This design comes from an exercise in tuning for small area, a short achievable clock period and few clock cycles per item on the open sky130 flow, not from production work. At most, simulation tests tie the RTL to the original design; equivalence was not proved.

==> inputs of job 6706 <==
## thv_top
module thv_top(clk, reset, valid, fp_value, log_value);
input  wire        clk, reset;
input  wire [31:0] fp_value;
output wire [32:0] log_value;
output wire        valid;
wire acc_in = ~fp_value[31] & (|fp_value[22:0]) & (|fp_value[30:23]) & ~(&fp_value[30:23]);
reg [9:0] v;
always @(posedge clk, posedge reset)
    if (reset) v <= 10'd0;
    else       v <= {v[8:0], acc_in};
reg [7:0] e0;
reg [16:0] dl0;
always @(posedge clk) begin
    e0  <= fp_value[30:23];
    dl0 <= ~fp_value[22:6];
end
wire acc1;
wire [16:0] nd1;
log2_stage1 u_stage1 (.dl(dl0), .acc(acc1), .nd(nd1));
reg [7:0] e1;
reg [16:0] dl1;
reg [0:0] d1;
always @(posedge clk) begin
    e1  <= e0;
    dl1 <= nd1;
    d1  <= acc1;
end
wire acc2;
wire [15:0] nd2;
log2_stage2 u_stage2 (.dl(dl1), .acc(acc2), .nd(nd2));
reg [7:0] e2;
reg [15:0] dl2;
reg [1:0] d2;
always @(posedge clk) begin
    e2  <= e1;
    dl2 <= nd2;
    d2  <= {d1, acc2};
end
wire acc3;
wire [14:0] nd3;
log2_stage3 u_stage3 (.dl(dl2), .acc(acc3), .nd(nd3));
reg [7:0] e3;
reg [14:0] dl3;
reg [2:0] d3;
always @(posedge clk) begin
    e3  <= e2;
    dl3 <= nd3;
    d3  <= {d2, acc3};
end
wire acc4;
wire [13:0] nd4;
log2_stage4 u_stage4 (.dl(dl3), .acc(acc4), .nd(nd4));
reg [7:0] e4;
reg [13:0] dl4;
reg [3:0] d4;
always @(posedge clk) begin
    e4  <= e3;
    dl4 <= nd4;
    d4  <= {d3, acc4};
end
wire acc5;
wire [12:0] nd5;
log2_stage5 u_stage5 (.dl(dl4), .acc(acc5), .nd(nd5));
reg [7:0] e5;
reg [12:0] dl5;
reg [4:0] d5;
always @(posedge clk) begin
    e5  <= e4;
    dl5 <= nd5;
    d5  <= {d4, acc5};
end
wire acc6;
wire [11:0] nd6;
log2_stage6 u_stage6 (.dl(dl5), .acc(acc6), .nd(nd6));
reg [7:0] e6;
reg [11:0] dl6;
reg [5:0] d6;
always @(posedge clk) begin
    e6  <= e5;
    dl6 <= nd6;
    d6  <= {d5, acc6};
end
wire acc7;
wire [10:0] nd7;
log2_stage7 u_stage7 (.dl(dl6), .acc(acc7), .nd(nd7));
reg [7:0] e7;
reg [10:0] dl7;
reg [6:0] d7;
  ...
Settings: LEC_CHECK=0, CAP_MARGIN=20, CORE_MARGIN=2, CORE_UTILIZATION=55, SETUP_SLACK_MARGIN=3.2, SLEW_MARGIN=20, SYNTH_HIERARCHICAL=1; clock period 5.5 ns.
run.sh (not shown) runs the stock make flow with config.mk's settings and CLKGATE_MAP_FILE= SYNTH_SCRIPT=/design/flow/synth_recipe.tcl, a recipe that flattens the netlist after the stock synthesis.
==> job 8187: changes against job 6706 <==
==> flow/design.v (replaced) <==
module thv_top(clk, reset, valid, fp_value, log_value);
input  wire        clk, reset;
input  wire [31:0] fp_value;
output wire [32:0] log_value;
output wire        valid;
wire acc_in = ~fp_value[31] & (|fp_value[22:0]) & (|fp_value[30:23]) & ~(&fp_value[30:23]);
reg [9:0] v;
always @(posedge clk, posedge reset)
    if (reset) v <= 10'd0;
    else       v <= {v[8:0], acc_in};
reg [7:0] e0;
reg [16:0] dl0;
always @(posedge clk) begin
    e0  <= fp_value[30:23];
    dl0 <= ~fp_value[22:6];
end
wire [17:0] s1 = dl0 + (dl0 >> 1);
wire acc1 = s1[17];
wire [16:0] nd1 = acc1 ? s1[16:0] : dl0[16:0];
reg [7:0] e1;
reg [16:0] dl1;
reg [0:0] d1;
always @(posedge clk) begin
    e1  <= e0;
    dl1 <= nd1;
    d1  <= acc1;
end
wire [16:0] s2 = dl1 + (dl1 >> 2);
wire acc2 = s2[16];
wire [15:0] nd2 = acc2 ? s2[15:0] : dl1[15:0];
reg [7:0] e2;
reg [15:0] dl2;
reg [1:0] d2;
always @(posedge clk) begin
    e2  <= e1;
    dl2 <= nd2;
    d2  <= {d1, acc2};
end
wire [15:0] s3 = dl2 + (dl2 >> 3);
wire acc3 = s3[15];
wire [14:0] nd3 = acc3 ? s3[14:0] : dl2[14:0];
reg [7:0] e3;
reg [14:0] dl3;
reg [2:0] d3;
always @(posedge clk) begin
    e3  <= e2;
    dl3 <= nd3;
    d3  <= {d2, acc3};
end
wire [14:0] s4 = dl3 + (dl3 >> 4);
wire acc4 = s4[14];
wire [13:0] nd4 = acc4 ? s4[13:0] : dl3[13:0];
reg [7:0] e4;
reg [13:0] dl4;
reg [3:0] d4;
always @(posedge clk) begin
    e4  <= e3;
    dl4 <= nd4;
    d4  <= {d3, acc4};
end
wire [13:0] s5 = dl4 + (dl4 >> 5);
wire acc5 = s5[13];
wire [12:0] nd5 = acc5 ? s5[12:0] : dl4[12:0];
reg [7:0] e5;
reg [12:0] dl5;
reg [4:0] d5;
always @(posedge clk) begin
    e5  <= e4;
    dl5 <= nd5;
    d5  <= {d4, acc5};
end
wire [12:0] s6 = dl5 + (dl5 >> 6);
wire acc6 = s6[12];
wire [11:0] nd6 = acc6 ? s6[11:0] : dl5[11:0];
reg [7:0] e6;
reg [11:0] dl6;
reg [5:0] d6;
always @(posedge clk) begin
    e6  <= e5;
    dl6 <= nd6;
    d6  <= {d5, acc6};
end
wire [11:0] s7 = dl6 + (dl6 >> 7);
wire acc7 = s7[11];
wire [10:0] nd7 = acc7 ? s7[10:0] : dl6[10:0];
reg [7:0] e7;
reg [10:0] dl7;
reg [6:0] d7;
always @(posedge clk) begin
    e7  <= e6;
    dl7 <= nd7;
    d7  <= {d6, acc7};
end
reg [17:0] ta, tb;
always @(*)
    case ({d7[3], d7[4], d7[5], d7[6]})
    4'd0: ta = 18'd5;
    4'd1: ta = 18'd153349;
    4'd2: ta = 18'd84397;
    4'd3: ta = 18'd237741;
    4'd4: ta = 18'd44550;
    4'd5: ta = 18'd197894;
    4'd6: ta = 18'd128941;
    4'd7: ta = 18'd20142;
    4'd8: ta = 18'd22933;
    4'd9: ta = 18'd176277;
    4'd10: ta = 18'd107324;
    4'd11: ta = 18'd260669;
    4'd12: ta = 18'd67478;
    4'd13: ta = 18'd220822;
    4'd14: ta = 18'd151869;
    4'd15: ta = 18'd43070;
    endcase
always @(*)
    case ({d7[0], d7[1], d7[2]})
    3'd0: tb = 18'd0;
    3'd1: tb = 18'd11638;
    3'd2: tb = 18'd5864;
    3'd3: tb = 18'd17501;
    3'd4: tb = 18'd2943;
    3'd5: tb = 18'd14581;
    3'd6: tb = 18'd8807;
    3'd7: tb = 18'd20444;
    endcase
wire [17:0] zs = ta + tb;
wire [11:0] ys = ({dl7, 1'b0} >> 1) + ({dl7, 1'b0} >> 2) - ({dl7, 1'b0} >> 5) + ({dl7, 1'b0} >> 8);
reg [7:0] ea;
reg [17:0] za;
reg [11:0] ya;
always @(posedge clk) begin
    ea <= e7;
    za <= zs;
    ya <= ys;
end
wire [17:0] g = za + ya;
wire        neg   = ~ea[7] & ~(&ea[6:0]);         
wire [7:0]  ep1   = ea + 8'd1;
wire [6:0]  ipart = ep1[6:0] ^ {7{neg}};
reg        o_sign;
reg [6:0]  o_int;
reg [17:0] o_frac;
always @(posedge clk) begin
    o_sign <= neg;
    o_int  <= ipart;
    o_frac <= g ^ {18{~neg}};
end
assign valid = v[9];
assign log_value = {o_sign, o_int, o_frac, 7'd64};
endmodule
- ABC_CLOCK_PERIOD_IN_PS: not set -> 2000
- SETUP_SLACK_MARGIN: 3.2 -> 3.4
- SYNTH_HIERARCHICAL: 1 -> not set
==> job 513: changes against job 6706 <==
==> flow/design.v (replaced) <==
module thv_top(clk, reset, valid, fp_value, log_value);
input  wire        clk, reset;
input  wire [31:0] fp_value;
output wire [32:0] log_value;
output wire        valid;
wire acc_in = ~fp_value[31] & (|fp_value[22:0]) & (|fp_value[30:23]) & ~(&fp_value[30:23]);
reg [9:0] v;
always @(posedge clk, posedge reset)
    if (reset) v <= 10'd0;
    else       v <= {v[8:0], acc_in};
reg [7:0] e0;
reg [16:0] dl0;
always @(posedge clk) begin
    e0  <= fp_value[30:23];
    dl0 <= ~fp_value[22:6];
end
wire acc1 = dl0 >= 17'd87382;
wire [16:0] s1 = dl0[16:0] + dl0[16:1];
wire [16:0] nd1 = acc1 ? s1 : dl0[16:0];
reg [7:0] e1;
reg [16:0] dl1;
reg [0:0] d1;
always @(posedge clk) begin
    e1  <= e0;
    dl1 <= nd1;
    d1  <= acc1;
end
wire acc2 = dl1 >= 17'd52429;
wire [15:0] s2 = dl1[15:0] + dl1[16:2];
wire [15:0] nd2 = acc2 ? s2 : dl1[15:0];
reg [7:0] e2;
reg [15:0] dl2;
reg [1:0] d2;
always @(posedge clk) begin
    e2  <= e1;
    dl2 <= nd2;
    d2  <= {d1, acc2};
end
wire acc3 = dl2 >= 16'd29128;
wire [14:0] s3 = dl2[14:0] + dl2[15:3];
wire [14:0] nd3 = acc3 ? s3 : dl2[14:0];
reg [7:0] e3;
reg [14:0] dl3;
reg [2:0] d3;
always @(posedge clk) begin
    e3  <= e2;
    dl3 <= nd3;
    d3  <= {d2, acc3};
end
wire acc4 = dl3 >= 15'd15421;
wire [13:0] s4 = dl3[13:0] + dl3[14:4];
wire [13:0] nd4 = acc4 ? s4 : dl3[13:0];
reg [7:0] e4;
reg [13:0] dl4;
reg [3:0] d4;
always @(posedge clk) begin
    e4  <= e3;
    dl4 <= nd4;
    d4  <= {d3, acc4};
end
wire acc5 = dl4 >= 14'd7944;
wire [12:0] s5 = dl4[12:0] + dl4[13:5];
wire [12:0] nd5 = acc5 ? s5 : dl4[12:0];
reg [7:0] e5;
reg [12:0] dl5;
reg [4:0] d5;
always @(posedge clk) begin
    e5  <= e4;
    dl5 <= nd5;
    d5  <= {d4, acc5};
end
wire acc6 = dl5 >= 13'd4033;
wire [11:0] s6 = dl5[11:0] + dl5[12:6];
wire [11:0] nd6 = acc6 ? s6 : dl5[11:0];
reg [7:0] e6;
reg [11:0] dl6;
reg [5:0] d6;
always @(posedge clk) begin
    e6  <= e5;
    dl6 <= nd6;
    d6  <= {d5, acc6};
end
wire acc7 = dl6 >= 12'd2033;
wire [10:0] s7 = dl6[10:0] + dl6[11:7];
wire [10:0] nd7 = acc7 ? s7 : dl6[10:0];
reg [7:0] e7;
reg [10:0] dl7;
reg [6:0] d7;
always @(posedge clk) begin
    e7  <= e6;
    dl7 <= nd7;
    d7  <= {d6, acc7};
end
reg [17:0] ta, tb;
always @(*)
    case ({d7[3], d7[4], d7[5], d7[6]})
    4'd0: ta = 18'd262021;
    4'd1: ta = 18'd153221;
    4'd2: ta = 18'd84269;
    4'd3: ta = 18'd237613;
    4'd4: ta = 18'd44422;
    4'd5: ta = 18'd197766;
    4'd6: ta = 18'd128813;
    4'd7: ta = 18'd20014;
    4'd8: ta = 18'd22805;
    4'd9: ta = 18'd176149;
    4'd10: ta = 18'd107196;
    4'd11: ta = 18'd260541;
    4'd12: ta = 18'd67350;
    4'd13: ta = 18'd220694;
    4'd14: ta = 18'd151741;
    4'd15: ta = 18'd42942;
    endcase
always @(*)
    case ({d7[0], d7[1], d7[2]})
    3'd0: tb = 18'd0;
    3'd1: tb = 18'd11638;
    3'd2: tb = 18'd5864;
    3'd3: tb = 18'd17501;
    3'd4: tb = 18'd2943;
    3'd5: tb = 18'd14581;
    3'd6: tb = 18'd8807;
    3'd7: tb = 18'd20444;
    endcase
wire [17:0] zs = ta + tb;
wire [11:0] ys = ({dl7, 1'b0} >> 1) + ({dl7, 1'b0} >> 2);
wire [7:0] yr = 8'd128 - ({dl7, 1'b0} >> 5) + ({dl7, 1'b0} >> 8);
reg [7:0] ea;
reg [17:0] za;
reg [11:0] ya;
reg [7:0] yb;
always @(posedge clk) begin
    ea <= e7;
    za <= zs;
    ya <= ys;
    yb <= yr;
end
wire [17:0] g = za + ya + yb;
wire        neg   = ~ea[7] & ~(&ea[6:0]);         
wire [7:0]  ep1   = ea + 8'd1;
wire [6:0]  ipart = ep1[6:0] ^ {7{neg}};
reg        o_sign;
reg [6:0]  o_int;
reg [17:0] o_frac;
always @(posedge clk) begin
    o_sign <= neg;
    o_int  <= ipart;
    o_frac <= g ^ {18{~neg}};
end
assign valid = v[9];
assign log_value = {o_sign, o_int, o_frac, 7'd64};
endmodule
- SETUP_SLACK_MARGIN: 3.2 -> not set
- SYNTH_HIERARCHICAL: 1 -> not set
==> notes <==
Register-to-register slack: job 513 < job 8187 < job 6706. Job 6706 produced a clean layout. Job 513 completed with no timing, DRC or antenna violations. Job 8187 produced a clean layout. The highest sequential share of layout area belongs to job 513, the lowest to job 8187. First-iteration DRC count: job 8187 is smaller than job 513 (3.8%). Between job 8187 and job 6706, the lower worst setup slack is in job 8187 (gap 0.44 ns). Cell count is about the same in job 513 and job 8187. Between job 8187 and job 6706, the lower global-route usage is in job 6706 (gap 0.87 points). Against job 8187, the wire length of job 513 is lower by 11%.
==> figures <==
Run status: job 6706 complete, no violations; job 8187 complete, no violations; job 513 complete, no violations
Detailed-route via count: job 6706 10500; job 8187 10600; job 513 10600
Final estimated routing congestion in global placement: job 6706 0.839; job 8187 0.804; job 513 0.862
Final period utilization: job 6706 46.2%; job 8187 54.2%; job 513 56.4%
Clk tree area frac: job 6706 5.93%; job 8187 5.34%; job 513 6.89%
Clock insertion delay at the later pin of the skew report: job 6706 0.56 ns; job 8187 0.56 ns; job 513 0.51 ns
Total Wirelength: job 6706 28000 microns; job 8187 30100 microns; job 513 26800 microns
Layout cell share with drive strength beyond 1: job 6706 15.4%; job 8187 34.5%; job 513 6.04%
Slowest cell on crit path: job 6706 sky130_fd_sc_hd__dfxtp_4; job 8187 sky130_fd_sc_hd__fa_1; job 513 sky130_fd_sc_hd__a2111oi_1
Buffers outside the clock class: job 6706 91; job 8187 185; job 513 65
Met1 routing resource usage after global routing: job 6706 26.5%; job 8187 26.0%; job 513 25.3%
Startpoint of the lowest-slack register-to-register path: job 6706 d7[5]; job 8187 dl7[1]; job 513 za[1]
FILL cells: job 6706 2142; job 8187 1711; job 513 2285
Post-route worst hold slack: job 6706 0.323 ns; job 8187 0.319 ns; job 513 0.319 ns
Async SR Flop Fraction: job 6706 3.46%; job 8187 3.30%; job 513 3.22%
Area of the multi-input gates: job 6706 8820 sq um; job 8187 9300 sq um; job 513 8030 sq um
Testbench counts of job 513, summed over its fixed seeds: cycles 16,072, items 15,013.
No functional check of the RTL was part of job 8187.

-- what the ideal ports hide --
The results above use ideal ports. As a check the final layouts listed here were re-extracted and re-timed, cells and wires unchanged.
Step 1 (the two cells are an assumption about what drives the block):
set clk [get_ports {clk}]
set_driving_cell -lib_cell sky130_fd_sc_hd__clkbuf_16 $clk
set_driving_cell -lib_cell sky130_fd_sc_hd__buf_2 [delete_from_list [all_inputs] $clk]
Step 2 also shifts input and output timing later by t, the mid clock arrival at the registers, as if the neighbouring blocks saw the same clock.
a / b / c = ideal / step 1 / step 2; a / b = the first two.
run | t, ns | setup slack, ns | worst setup path after step 2 | slew at the worst register clock pin (ns)
job 6706 | 0.601 | 2.960 / 2.960 / 2.942 | input to register | 0.06 / 0.06
job 8187 | 0.611 | 2.519 / 2.519 / 2.519 | register to register | 0.07 / 0.07
job 513 | 0.548 | 2.396 / 2.396 / 2.396 | register to register | 0.06 / 0.06
After both steps setup and hold are still met in every run listed. The setup slack of job 6706, which loses most, moves by 0.000 ns with the drivers and by -0.018 ns with both steps.
